From an optimization exercise on the open Yosys and OpenROAD flow, aimed at small area, a short achievable clock period and few clock cycles; shortcuts taken in it are not production practice. Where RTL was checked, it was by simulation tests only, not by an equivalence proof against the original. No activity file was given, so power comes from the tool's default toggle rates.

==> flow/design.v (excerpt) <==
module chris_slave (
		input  wire [3:0]  avs_s0_address,
		input  wire        avs_s0_read,
		output wire [31:0] avs_s0_readdata,
		input  wire        avs_s0_write,
		input  wire [31:0] avs_s0_writedata,
		output wire        avs_s0_waitrequest,
		input  wire        clock_clk,
		input  wire        reset_reset,
		output wire        LEDR
	);
	wire [3:0]  a   = avs_s0_address;
	wire [31:0] wd  = avs_s0_writedata;
	wire        rst = reset_reset;
	wire        wr  = avs_s0_write;
	wire        rd  = avs_s0_read;
	reg  [31:0] v0, v1, v2, v3, v4, v5, v6, v7, v8;
	reg  [31:0] rdata;     
	reg  [31:0] dreg;      
	reg         wait_q;    
	reg         wait2;     
	reg         led_q;     
	reg         pv;        
	reg  [3:0]  pa;        
	assign avs_s0_readdata    = rdata;
	assign avs_s0_waitrequest = wait_q;
	assign LEDR               = led_q;
	wire [31:0] wdm = wd & {32{~rst}};
	always @(posedge clock_clk) begin
		if (rst | (wr && a == 4'd0)) v0 <= wdm;
		if (rst | (wr && a == 4'd1)) v1 <= wdm;
		if (rst | (wr && a == 4'd2)) v2 <= wdm;
		if (rst | (wr && a == 4'd3)) v3 <= wdm;
		if (rst | (wr && a == 4'd4)) v4 <= wdm;
		if (rst | (wr && a == 4'd5)) v5 <= wdm;
		if (rst | (wr && a == 4'd6)) v6 <= wdm;
		if (rst | (wr && a == 4'd7)) v7 <= wdm;
		if (rst | (wr && a == 4'd8)) v8 <= wdm;
	end
	wire [31:0] res;
	reg  [31:0] rmux;
	always @(*) begin
		case (a)
			4'd0: rmux = v0;
			4'd1: rmux = v1;
			4'd2: rmux = v2;
			4'd3: rmux = v3;
			4'd4: rmux = v4;
			4'd5: rmux = v5;
			4'd6: rmux = v6;
			4'd7: rmux = v7;
			4'd8: rmux = v8;
			4'd9: rmux = res;
			default: rmux = 32'hffffffff;
		endcase
	end
	always @(posedge clock_clk) begin
		rdata <= rmux;
		dreg  <= wd;
	end
	always @(posedge clock_clk) begin
		if (rst) begin
			wait_q <= 1'b0;
			wait2  <= 1'b0;
			led_q  <= 1'b0;
			pv     <= 1'b0;
			pa     <= 4'd0;
		end else begin
			if (wr && a == 4'd8) begin
  ...
export LEC_CHECK = 0
export ABC_CLOCK_PERIOD_IN_PS = 2500
export CAP_MARGIN = 20
export CORE_MARGIN = 2
export CORE_UTILIZATION = 40
export SETUP_SLACK_MARGIN = 3.5
export SLEW_MARGIN = 20
create_clock -name core_clock -period 6.0 [get_ports {clock_clk}]
run.sh (not shown) runs the stock make flow with config.mk's settings and CLKGATE_MAP_FILE= SYNTH_SCRIPT=/design/flow/synth_recipe.tcl, a recipe that flattens the netlist after the stock synthesis.
The baseline completed without violations.
Next try:
- ABC_CLOCK_PERIOD_IN_PS: 2500 -> 2200
- SETUP_SLACK_MARGIN: 3.5 -> 3.8
=>
- worst setup slack is better by 0.056 ns
- synthesized area is unchanged
- cell count goes up by 6.3%
- die area does not change
- global-route usage goes up by 1.9 points
- flip-flop and latch count does not change
No functional check of the RTL was part of any run of this note.

* * *

chris_slave, a different RTL version from the one above (not shown whole).
For scale: ~390 flip-flops, roughly 74 I/O pins.
Settings: LEC_CHECK=0, ABC_CLOCK_PERIOD_IN_PS=2000, CAP_MARGIN=20, CORE_MARGIN=2, CORE_UTILIZATION=40, SETUP_SLACK_MARGIN=3.6, SLEW_MARGIN=20; clock period 6.0 ns.
The first run ran to the end with no violations.
Testbench counts at the start, summed over its fixed seeds: cycles 55,899.
Then changed:
- ABC_CLOCK_PERIOD_IN_PS: 2000 -> default
- SETUP_SLACK_MARGIN: 3.6 -> default
After rerunning:
- hold slack stays flat
- cell count decreases by a few percent
- worst setup slack got worse by 0.63 ns
- wire length falls by roughly a tenth
- maximum frequency goes down by about a fifth
- cell area goes down by roughly a tenth
- critical path depth is unchanged

* * *

chris_slave, a different RTL version from the one above (not shown whole).
Size in the first run: ~2,700 cells after synthesis, ~74 I/O pins, roughly 24,000 um^2 of cells after synthesis.
==> flow/config.mk <==
export PLATFORM = sky130hd
export DESIGN_NAME = chris_slave
export DESIGN_NICKNAME = chris_slave
export VERILOG_FILES = /design/flow/design.v
export SDC_FILE = /design/flow/constraint.sdc
export NUM_CORES = 4
export LEC_CHECK = 0
export ABC_AREA = 1
export CAP_MARGIN = 20
export CORE_MARGIN = 2
export CORE_UTILIZATION = 55
export CTS_BUF_LIST = sky130_fd_sc_hd__clkbuf_8 sky130_fd_sc_hd__clkbuf_16
export CTS_CLUSTER_DIAMETER = 80
export CTS_CLUSTER_SIZE = 28
export SETUP_SLACK_MARGIN = 3.65
export SLEW_MARGIN = 20
==> flow/constraint.sdc <==
create_clock -name core_clock -period 6.0 [get_ports {clock_clk}]
set_input_delay 1.2000 -clock core_clock [delete_from_list [all_inputs] [get_ports {clock_clk}]]
set_output_delay 1.2000 -clock core_clock [all_outputs]
set_load 0.01 [all_outputs]
The first run completed without violations.
Testbench counts at the start, summed over its fixed seeds: cycles 63,899.
==> next run, changes <==
Settings changed: ABC_AREA 1 to default, CTS_CLUSTER_SIZE 28 to 24, SETUP_SLACK_MARGIN 3.65 to 3.4.
Outcome: Total power fell by 2.3%. Wire length fell by 8.6%. Global-route usage fell by 0.21 points. Die area fell by 7.0%. Worst hold slack hardly moves. Cell area fell by 5.4%. Worst setup slack gets worse by 0.18 ns. Via count fell by 16%. Utilization rose by 1.4 points. Area after synthesis fell by 7.2%.
==> next run, changes <==
Settings changed: ABC_AREA from default to 1, CORE_UTILIZATION 55 to 50, CTS_CLUSTER_SIZE 24 to 28, SETUP_SLACK_MARGIN 3.4 to 3.6.
Outcome: Setup slack gets better by 0.28 ns; fmax rose by 12%; cell count rose by 37%; design area is higher by 3.6%; via count came out higher by 15%; clock skew came out lower by 0.0050 ns; first-iteration DRC count decreases by 2.2%; area after synthesis increases by 7.7%; count of clock-buffer cells in the layout rose by 1; non-clock buffer count is lower by 51.
==> next run, changes <==
Settings changed: CORE_UTILIZATION 50 to 55, CTS_CLUSTER_SIZE 28 to 24, PLACE_DENSITY from default to 0.72.
First-iteration DRC count is higher by a quarter to a third.
Count of clock-buffer cells in the layout stays the same.
Final cell count is higher slightly.
Critical path depth is higher by 11.
Total power is lower slightly.
Via count is higher by a few percent.
Worst hold slack loses 0.0052 ns.
Die area is lower by a little under a tenth.
Routed wire length is higher by a little under a tenth.

* * *

The RTL this note starts from:
==> flow/design.v <==
module convolution_core (
input clk,
input reset,
input [31:0] t1,
input [31:0] t2,
input [31:0] t3,
input [31:0] t4,
input [2:0] k,
output [31:0] ret
);
	reg [31:0] acc_s, acc_c;
	reg        rst_q;
	wire [31:0] g0 = acc_s & acc_c;
	wire [31:0] p0 = acc_s ^ acc_c;
	wire [31:0] g1, p1, g2, p2, g3, p3, g4, p4, g5, p5;
	genvar i;
	generate for (i = 0; i < 32; i = i + 1) begin : pfx
		if (i % 2 == 1) begin
			assign g1[i] = g0[i] | p0[i] & g0[i-1];
			assign p1[i] = p0[i] & p0[i-1];
		end else begin
			assign g1[i] = g0[i]; assign p1[i] = p0[i];
		end
		if (i % 4 >= 2) begin
			assign g2[i] = g1[i] | p1[i] & g1[(i/4)*4+1];
			assign p2[i] = p1[i] & p1[(i/4)*4+1];
		end else begin
			assign g2[i] = g1[i]; assign p2[i] = p1[i];
		end
		if (i % 8 >= 4) begin
			assign g3[i] = g2[i] | p2[i] & g2[(i/8)*8+3];
			assign p3[i] = p2[i] & p2[(i/8)*8+3];
		end else begin
			assign g3[i] = g2[i]; assign p3[i] = p2[i];
		end
		if (i % 16 >= 8) begin
			assign g4[i] = g3[i] | p3[i] & g3[(i/16)*16+7];
			assign p4[i] = p3[i] & p3[(i/16)*16+7];
		end else begin
			assign g4[i] = g3[i]; assign p4[i] = p3[i];
		end
		if (i >= 16) begin
			assign g5[i] = g4[i] | p4[i] & g4[15];
		end else begin
			assign g5[i] = g4[i];
		end
	end endgenerate
	assign ret = p0 ^ {g5[30:0], 1'b0};
	wire [31:0] xs = acc_s & {32{~rst_q}};
	wire [31:0] xc = acc_c & {32{~rst_q}};
	wire [31:0] sa = xs ^ xc ^ t1;
	wire [31:0] ca = {(xs[30:0] & xc[30:0]) | (xs[30:0] & t1[30:0]) | (xc[30:0] & t1[30:0]), k[0]};
	wire [31:0] sb = t2 ^ t3 ^ t4;
	wire [31:0] cb = {(t2[30:0] & t3[30:0]) | (t2[30:0] & t4[30:0]) | (t3[30:0] & t4[30:0]), k[1]};
	wire [31:0] sc = sa ^ ca ^ sb;
	wire [31:0] cc = {(sa[30:0] & ca[30:0]) | (sa[30:0] & sb[30:0]) | (ca[30:0] & sb[30:0]), k[2]};
	wire [31:0] sd = sc ^ cc ^ cb;
	wire [31:0] cd = {(sc[30:0] & cc[30:0]) | (sc[30:0] & cb[30:0]) | (cc[30:0] & cb[30:0]), 1'b0};
	always @(posedge clk) begin
		rst_q <= reset;
		acc_s <= sd;
		acc_c <= cd;
	end
endmodule
`timescale 1 ps / 1 ps
module chris_slave (
		input  wire [3:0]  avs_s0_address,
		input  wire        avs_s0_read,
		output wire [31:0] avs_s0_readdata,
		input  wire        avs_s0_write,
		input  wire [31:0] avs_s0_writedata,
		output wire        avs_s0_waitrequest,
		input  wire        clock_clk,
		input  wire        reset_reset,
		output wire        LEDR
	);
	wire [3:0]  a   = avs_s0_address;
	wire [31:0] wd  = avs_s0_writedata;
	wire        rst = reset_reset;
	wire        wr  = avs_s0_write;
	wire        rd  = avs_s0_read;
	reg  [31:0] v0, v1, v2, v3, v4, v5, v6, v7, v8;
	reg  [31:0] rdata;     
	reg  [31:0] n1, n2, o2;
	reg  [2:0]  k;         
	reg         pv;        
	reg         wait_q;    
	reg         wait2;     
	reg         led_q;     
	assign avs_s0_readdata    = rdata;
	assign avs_s0_waitrequest = wait_q;
	assign LEDR               = led_q;
	wire [31:0] wdm = wd & {32{~rst}};
	always @(posedge clock_clk) begin
		if (rst | (wr && a == 4'd0)) v0 <= wdm;
		if (rst | (wr && a == 4'd1)) v1 <= wdm;
		if (rst | (wr && a == 4'd2)) v2 <= wdm;
		if (rst | (wr && a == 4'd3)) v3 <= wdm;
		if (rst | (wr && a == 4'd4)) v4 <= wdm;
		if (rst | (wr && a == 4'd5)) v5 <= wdm;
		if (rst | (wr && a == 4'd6)) v6 <= wdm;
		if (rst | (wr && a == 4'd7)) v7 <= wdm;
		if (rst | (wr && a == 4'd8)) v8 <= wdm;
	end
	reg  [31:0] vmux;
	always @(*) begin
		case (a)
			4'd0: vmux = v0;
			4'd1: vmux = v1;
			4'd2: vmux = v2;
			4'd3: vmux = v3;
			4'd4: vmux = v4;
			4'd5: vmux = v5;
			4'd6: vmux = v6;
			4'd7: vmux = v7;
			default: vmux = v8;
		endcase
	end
	wire [31:0] res;
	wire [31:0] rmux = (a == 4'd9) ? res : (a > 4'd9) ? 32'hffffffff : vmux;
	function [31:0] shl;
		input [31:0] x;
		input [1:0] s;
		case (s)
			2'd0: shl = x;
			2'd1: shl = {x[30:0], 1'b0};
			2'd2: shl = {x[29:0], 2'b0};
			default: shl = {x[28:0], 3'b0};
		endcase
	endfunction
	reg [4:0] w;
	always @(*) begin
		case (a)
			4'd0: w = 5'b00_0_00;    
			4'd1: w = 5'b00_0_01;    
			4'd2: w = 5'b11_0_10;    
			4'd3: w = 5'b00_0_10;    
			4'd4: w = 5'b10_0_10;    
			4'd5: w = 5'b10_1_10;    
			4'd6: w = 5'b11_0_11;    
			4'd7: w = 5'b00_0_11;    
			default: w = 5'b10_0_11;    
		endcase
	end
	wire on  = wr && (a[3] == 1'b0 || a == 4'd8);
	wire two = on && w[4];
	wire neg = w[3];
	wire [31:0] wd2  = w[2] ? {wd[30:0], 1'b0} : wd;
	wire [31:0] old2 = w[2] ? {vmux[30:0], 1'b0} : vmux;
	always @(posedge clock_clk) begin
		rdata <= on ? ~shl(vmux, w[1:0]) : rmux;
		n1    <= on ? shl(wd, w[1:0]) : 32'd0;
		n2    <= two ? (neg ? ~wd2 : wd2) : 32'd0;
		o2    <= two ? (neg ? old2 : ~old2) : 32'd0;
		k     <= {two & ~neg, on, two & neg};
		pv    <= on;
	end
	always @(posedge clock_clk) begin
		if (rst) begin
			wait_q <= 1'b0;
			wait2  <= 1'b0;
			led_q  <= 1'b0;
		end else begin
			if (wr && a == 4'd8) begin
				wait_q <= 1'b1;
				wait2  <= 1'b0;
				led_q  <= 1'b1;
			end else if (rd) begin
				if (wait_q) begin
					wait2 <= 1'b1;
					if (wait2) wait_q <= 1'b0;
				end else begin
					led_q <= 1'b0;
				end
			end
		end
	end
	convolution_core acc (
		.clk(clock_clk),
		.reset(rst),
		.t1(n1),
		.t2(n2),
		.t3(rdata & {32{pv}}),
		.t4(o2),
		.k(k),
		.ret(res)
	);
endmodule
clock: 6.0 ns
lec_check: 0
cap_margin: 20
core_margin: 2
core_utilization: 40
cts_buf_list: sky130_fd_sc_hd__clkbuf_4 sky130_fd_sc_hd__clkbuf_8
setup_slack_margin: 3.4
slew_margin: 20
Testbench counts at the start, summed over its fixed seeds: cycles 63,899.
Next try:
Settings changed: ABC_AREA set to 1, CORE_UTILIZATION 40 to 55, CTS_BUF_LIST sky130_fd_sc_hd__clkbuf_4 sky130_fd_sc_hd__clkbuf_8 to sky130_fd_sc_hd__clkbuf_8 sky130_fd_sc_hd__clkbuf_16, CTS_CLUSTER_DIAMETER set to 80, CTS_CLUSTER_SIZE set to 24, SETUP_SLACK_MARGIN 3.4 to 3.6, TNS_END_PERCENT set to 5.
The changed run completed with no timing, DRC or antenna violations.
Worst setup slack gets better by 160 ps.
Wire length grows by 1.4%.
Global-route usage grows by 7.8 points.
Final area shrinks by 0.70%.
Final cell count grows by 20%.
Sequential share of layout area grows by 0.30 points.
Next try:
Settings changed: ABC_AREA 1 to not set, CORE_UTILIZATION 55 to 60, SETUP_SLACK_MARGIN 3.6 to 3.2, TNS_END_PERCENT 5 to not set.
Routed wire length fell by about 5%; cell count drops by about 28%; power fell by 2.2%.
Next try:
Settings changed: ABC_AREA set to 1, CORE_UTILIZATION 60 to 65, SETUP_SLACK_MARGIN 3.2 to 3.6.
The changed run produced a clean layout.
Via count grows by about a fifth.
Fmax grows by roughly a tenth.
Global-route usage grows by 1.0 points.

-- afterwards: timing with drivers on the ports --
In the flow no input, the clock included, has a driving cell. The finished layouts below were timed again as built, in two steps.
Step 1, drivers: a clkbuf_16 drives clock_clk and a buf_2 each remaining input, both assumed.
Step 2, shift: input delay + t, output delay - t, t = (earliest + latest rising clock arrival at the registers) / 2. This alone moves slack from input paths to output paths.
Three values: no drivers, after step 1, after step 2; two values: the first two.
run | shift t [ns] | setup slack, ns | worst setup path at the end
the first run of note 1 | 0.644 | 2.683 / 2.703 / 2.059 | input to register
the second run of note 1 | 0.646 | 2.738 / 2.647 / 2.001 | input to register
the first run of note 2 | 0.607 | 2.224 / 2.239 / 1.632 | input to register
the second run of note 2 | 0.610 | 1.595 / 1.636 / 1.026 | input to register
the first run of note 3 | 0.665 | 3.515 / 3.547 / 2.882 | input to register
the second run of note 3 | 0.643 | 3.330 / 3.266 / 2.623 | input to register
the third run of note 3 | 0.663 | 3.611 / 3.570 / 2.950 | input to register
the fourth run of note 3 | 0.667 | 3.535 / 3.528 / 2.861 | input to register
the first run of note 4 | 0.720 | 3.324 / 3.276 / 2.557 | input to register
the second run of note 4 | 0.659 | 3.488 / 3.434 / 2.836 | input to register
the third run of note 4 | 0.655 | 3.151 / 3.154 / 2.500 | input to register
the fourth run of note 4 | 0.633 | 3.399 / 3.434 / 2.802 | input to register
After both steps setup and hold are still met in every run listed. For the first run of note 4, which loses most, drivers alone change the setup slack by -0.048 ns; drivers and shift together by -0.767 ns.
